From an optimization exercise on the open Yosys and OpenROAD flow, aimed at small area and a short achievable clock period; shortcuts taken in it are not production practice.
RTL that was checked went through simulation tests only; none was proved equivalent to the original.
No driver is modelled on the clock port, so clock power and skew are understated where the tree is cut down; a real chip needs a root buffer or a tree.
Power and IR drop assume default switching activity.

## run Y
// alu_top
module alu_top (
    input             iClk,
    input      [31:0] iDataA,
    input      [31:0] iDataB,
    input      [3:0]  iAluOp,
    output reg [31:0] oData,
    output reg        oZero
  );
clock: 15.0 ns
lec_check: 0
cap_margin: 20
core_margin: 2
core_utilization: 40
slew_margin: 20
standard.sh (not shown) runs the stock make flow with config.mk's settings and CLKGATE_MAP_FILE= SYNTH_SCRIPT=/design/flow/synth_recipe.tcl, a recipe that flattens the netlist after the stock synthesis.
==> flow/flow/run.sh <==
#!/bin/bash
# Own layout flow: the standard ORFS flow (standard.sh) with these changes:
#  - Yosys's final ABC mapping uses flow/map.abc (delay-targeted map with area
#    recovery) instead of ORFS's abc_speed script;
#  - ports are buffered with buf_1 instead of the default buffer cell;
#  - repair_timing aims for extra setup slack (SETUP_SLACK_MARGIN), with the
#    margins in flow/params.sh: one up to CTS, one for the repair after global
#    routing (which works on the worst path only, or is skipped);
#  - the clock is distributed by flow/own_cts.tcl (run as the CTS step's
#    PRE_CTS_TCL hook) instead of TritonCTS: four clkbuf_16, each driving a
#    quarter of the flip-flops, so every flip-flop sees one buffer stage.
# Everything else (synthesis script, register names, SDC, clock period, PDN,
# tap cells, placement, routing) is the standard flow. The make output goes to
# flow_make_*.log; ORFS writes each tool's own log under orfs/logs/.
set -euo pipefail
HERE=$(pwd)
source "$HERE/flow/params.sh"
cat > "$HERE/own_synth.tcl" <<EOT
# Same synthesis as synth_recipe.tcl; only the script given to the final abc call differs.
proc abc {args} {
  set i [lsearch -exact \$args -script]
  if {\$i >= 0} { lset args [expr {\$i + 1}] $HERE/flow/map.abc }
  yosys abc {*}\$args
}
source $HERE/synth_recipe.tcl
EOT
COMMON=("SYNTH_SCRIPT=$HERE/own_synth.tcl"
  "BUFFER_PORTS_ARGS=-buffer_cell sky130_fd_sc_hd__buf_1"
  "PRE_CTS_TCL=$HERE/flow/own_cts.tcl")
bash standard.sh "${COMMON[@]}" "SETUP_SLACK_MARGIN=$MARGIN_CTS" cts > "$HERE/flow_make_cts.log" 2>&1
if [[ "$MARGIN_GRT" == skip ]]; then
  bash standard.sh "${COMMON[@]}" "SETUP_SLACK_MARGIN=$MARGIN_CTS" SKIP_INCREMENTAL_REPAIR=1 finish > "$HERE/flow_make_finish.log" 2>&1
else
  bash standard.sh "${COMMON[@]}" "SETUP_SLACK_MARGIN=$MARGIN_GRT" TNS_END_PERCENT=0 finish > "$HERE/flow_make_finish.log" 2>&1
fi
Other scripts of this flow, unchanged in this note and not shown: flow/flow/map.abc, flow/flow/own_cts.tcl, flow/flow/params.sh
No stage failed in run Y, and the final checks on the layout all came back clean.
[inputs] run E vs run Y
--- a/flow/design.v
+++ b/flow/design.v
@@ -215,32 +215,25 @@
   genvar i;
   generate
     for (i = 0; i < 32; i = i + 1) begin : rev_in
       assign r[i] = op_sll ? a[31-i] : a[i];
     end
   endgenerate
   wire fill = op_sra & a[31];
   wire [31:0] s0 = b[0] ? {fill,       r[31:1]}  : r;
   wire [31:0] s1 = b[1] ? {{2{fill}},  s0[31:2]} : s0;
   wire [31:0] s2 = b[2] ? {{4{fill}},  s1[31:4]} : s1;
   wire [31:0] s3 = b[3] ? {{8{fill}},  s2[31:8]} : s2;
   wire [31:0] sr = b[4] ? {{16{fill}}, s3[31:16]} : s3;
-  wire [4:0] sh = b[4:0] | {5{ovf}};
-  wire [31:0] keep;
-  generate
-    for (i = 0; i < 32; i = i + 1) begin : keep_m
-      assign keep[i] = (sh <= i);
-    end
-  endgenerate
-  wire shift_zero = ~|(r & keep);
+  wire shift_zero = ovf ? ~(fill | r[31]) : ~|sr;
   wire sel_p = op_xor | op_or;
   wire sel_g = op_or | op_and;
   wire [31:0] lg = ({32{sel_p}} & p) | ({32{sel_g}} & g);
   wire logic_zero = ~|lg;
   wire sel_r  = op_sr  & ~ovf;
   wire sel_l  = op_sll & ~ovf;
   wire [31:0] sr_rev;
   generate
     for (i = 0; i < 32; i = i + 1) begin : rev_out
       assign sr_rev[i] = sr[31-i];
     end
   endgenerate
## What came out
Critical setup path kind: reg -> out -> run Y, reg -> reg -> run E
Run E: utilization higher than run Y
Between run Y and run E, the final worst-path cycle share is higher for run E.
On power dissipated in sequential cells, run Y and run E are basically level.
From run Y to run E the numbers moved as follows: cell count along the critical path up 15; area after synthesis down 71 sq um; synthesized-area fraction occupied by xor and xnor cells up 1.2 points.
The origin of the worst setup path comes out oData[25]$_DFF_P_ in one run and rAluOp[0]$_DFF_P_ in the other, namely in run Y and run E respectively.
Only the layout flow was run in run E; the RTL was not checked for function there. In every run of this note, the design's own scripts or RTL, not TritonCTS, make the clock network.


alu_top, a different RTL version from the one above (not shown whole).
Size in the first run: about 1200 cells after synthesis, about 100 flip-flops, roughly 100 I/O pins.
Settings: LEC_CHECK=0, CAP_MARGIN=20, CORE_MARGIN=2, CORE_UTILIZATION=40, SLEW_MARGIN=20; clock period 15.0 ns.
==> flow/flow/map.abc <==
strash
dch
map -D 2500
topo
stime -c
buffer -c
upsize -D 2500
dnsize -D 2500
==> flow/flow/own_cts.tcl <==
# Clock distribution without TritonCTS. The flip-flops are split into NCLK
# groups by position (halves in x, then halves in y); the clock port drives one
# clkbuf_16 per group, placed at the group's centre, and each buffer drives its
# group's clock pins. All flip-flops see one buffer stage, so skew stays small.
set nclk 4
set block [ord::get_db_block]
set dbu [$block getDbUnitsPerMicron]
set flops {}
foreach inst [$block getInsts] {
  if {[[$inst getMaster] isSequential]} {
    set loc [$inst getLocation]
    lappend flops [list [$inst getName] [lindex $loc 0] [lindex $loc 1]]
  }
}
proc split_half {items idx} {
  set s [lsort -integer -index $idx $items]
  set h [expr {[llength $s] / 2}]
  return [list [lrange $s 0 [expr {$h - 1}]] [lrange $s $h end]]
}
set groups {}
foreach half [split_half $flops 1] {
  if {$nclk == 4} {
    foreach q [split_half $half 2] { lappend groups $q }
  } else {
    lappend groups $half
  }
}
set k 0
foreach g $groups {
  set xs 0; set ys 0; set pins {}
  foreach f $g {
    set xs [expr {$xs + [lindex $f 1]}]; set ys [expr {$ys + [lindex $f 2]}]
    lappend pins [get_pins "[lindex $f 0]/CLK"]
  }
  set cx [expr {double($xs) / [llength $g] / $dbu}]
  set cy [expr {double($ys) / [llength $g] / $dbu}]
  set b [insert_buffer -buffer_cell sky130_fd_sc_hd__clkbuf_16 -net iClk -load_pins $pins \
           -location [list $cx $cy] -buffer_name clkbuf_own_$k -net_name clknet_own_$k]
  set buf [$block findInst [get_full_name $b]]
  foreach it [$buf getITerms] {
    set nt [$it getNet]
    if {$nt ne "NULL"} { $nt setSigType CLOCK }
  }
  puts "own clock buffer [$buf getName] at $cx $cy drives [llength $g] flip-flops"
  incr k
}
proc clock_tree_synthesis {args} { puts "clock_tree_synthesis skipped: clock buffered by the own flow" }
==> flow/flow/params.sh <==
MARGIN_CTS=11.4
MARGIN_GRT=skip
Scripts as last shown in full above: flow/flow/run.sh
Then changed:
--- a/flow/design.v
+++ b/flow/design.v
@@ -205,31 +205,37 @@
   wire gn56 = g0_28 | (p0_28 & gn35);
   wire gn57 = g0_30 | (p0_30 & gn42);
   wire [31:0] cgen = {gn31, gn57, gn42, gn56, gn35, gn55, gn41, gn54, gn32, gn53, gn40, gn52, gn34, gn51, gn39, gn50, gn29, gn49, gn38, gn48, gn33, gn47, gn37, gn46, gn25, gn45, gn36, gn44, gn17, gn43, gn1, g0_0};
   wire [31:0] sum = p ^ {cgen[30:0], sub};
   wire cout = cgen[31];
   wire ltu = ~cout;
   wire lts = (a[31] ^ b[31]) ? a[31] : ltu;
-  wire [31:0] kz = {a[30:0] | bx[30:0], sub};
-  wire sum_zero = ~|(p ^ kz);
+  wire sum_zero = ~|sum;
   wire ovf = |b[31:5];
   wire [31:0] r;
   genvar i;
   generate
     for (i = 0; i < 32; i = i + 1) begin : rev_in
       assign r[i] = op_sll ? a[31-i] : a[i];
     end
   endgenerate
   wire fill = op_sra & a[31];
   wire [31:0] s0 = b[0] ? {fill,       r[31:1]}  : r;
   wire [31:0] s1 = b[1] ? {{2{fill}},  s0[31:2]} : s0;
   wire [31:0] s2 = b[2] ? {{4{fill}},  s1[31:4]} : s1;
   wire [31:0] s3 = b[3] ? {{8{fill}},  s2[31:8]} : s2;
   wire [31:0] sr = b[4] ? {{16{fill}}, s3[31:16]} : s3;
-  wire shift_zero = ovf ? ~(fill | r[31]) : ~|sr;
+  wire [4:0] sh = b[4:0] | {5{ovf}};
+  wire [31:0] keep;
+  generate
+    for (i = 0; i < 32; i = i + 1) begin : keep_m
+      assign keep[i] = (sh <= i);
+    end
+  endgenerate
+  wire shift_zero = ~|(r & keep);
   wire sel_p = op_xor | op_or;
   wire sel_g = op_or | op_and;
   wire [31:0] lg = ({32{sel_p}} & p) | ({32{sel_g}} & g);
   wire logic_zero = ~|lg;
   wire sel_r  = op_sr  & ~ovf;
   wire sel_l  = op_sll & ~ovf;
   wire [31:0] sr_rev;
Result: Die area drops by a few percent. Setup slack hardly moves. Clock power barely changes. Sequential share of layout area climbs by 0.48 points. Synthesized area drops by a few percent. Maximum frequency is about the same. Cell area drops slightly. Flip-flop and latch count stays the same. Critical path depth drops by 17. Via count drops slightly. Combinational power climbs by a few percent. Sequential power is about the same. Synthesized cell count drops by a few percent. Wire length climbs slightly.
No functional check of the RTL was part of the first run of this note. In every run of this note, the design's own scripts or RTL, not TritonCTS, make the clock network.

-- re-timing with driven ports --
The results above use ideal ports. As a check the final layouts listed here were re-extracted and re-timed, cells and wires unchanged. Step 1 (the two cells are an assumption about what drives the block):
set clk [get_ports {iClk}]
set_driving_cell -lib_cell sky130_fd_sc_hd__clkbuf_16 $clk
set_driving_cell -lib_cell sky130_fd_sc_hd__buf_2 [delete_from_list [all_inputs] $clk]
Step 2 also shifts input and output timing later by t, the mid clock arrival at the registers, as if the neighbouring blocks saw the same clock. Three values: no drivers, after step 1, after step 2; two values: the first two.
run | shift t [ns] | setup WS [ns] | hold WS [ns] | slew at the worst register clock pin (ns)
run Y | 0.249 | 11.369 / 11.275 / 11.391 | 0.633 / 0.633 / 0.633 | 0.10 / 0.10
run E | 0.253 | 11.227 / 11.227 / 11.227 | 0.655 / 0.655 / 0.655 | 0.10 / 0.10
the first run of note 2 | 0.256 | 11.304 / 11.246 / 11.304 | 0.730 / 0.730 / 0.730 | 0.10 / 0.10
the second run of note 2 | 0.247 | 11.301 / 11.208 / 11.340 | 0.638 / 0.638 / 0.638 | 0.10 / 0.10
After both steps setup and hold are still met in every run listed.
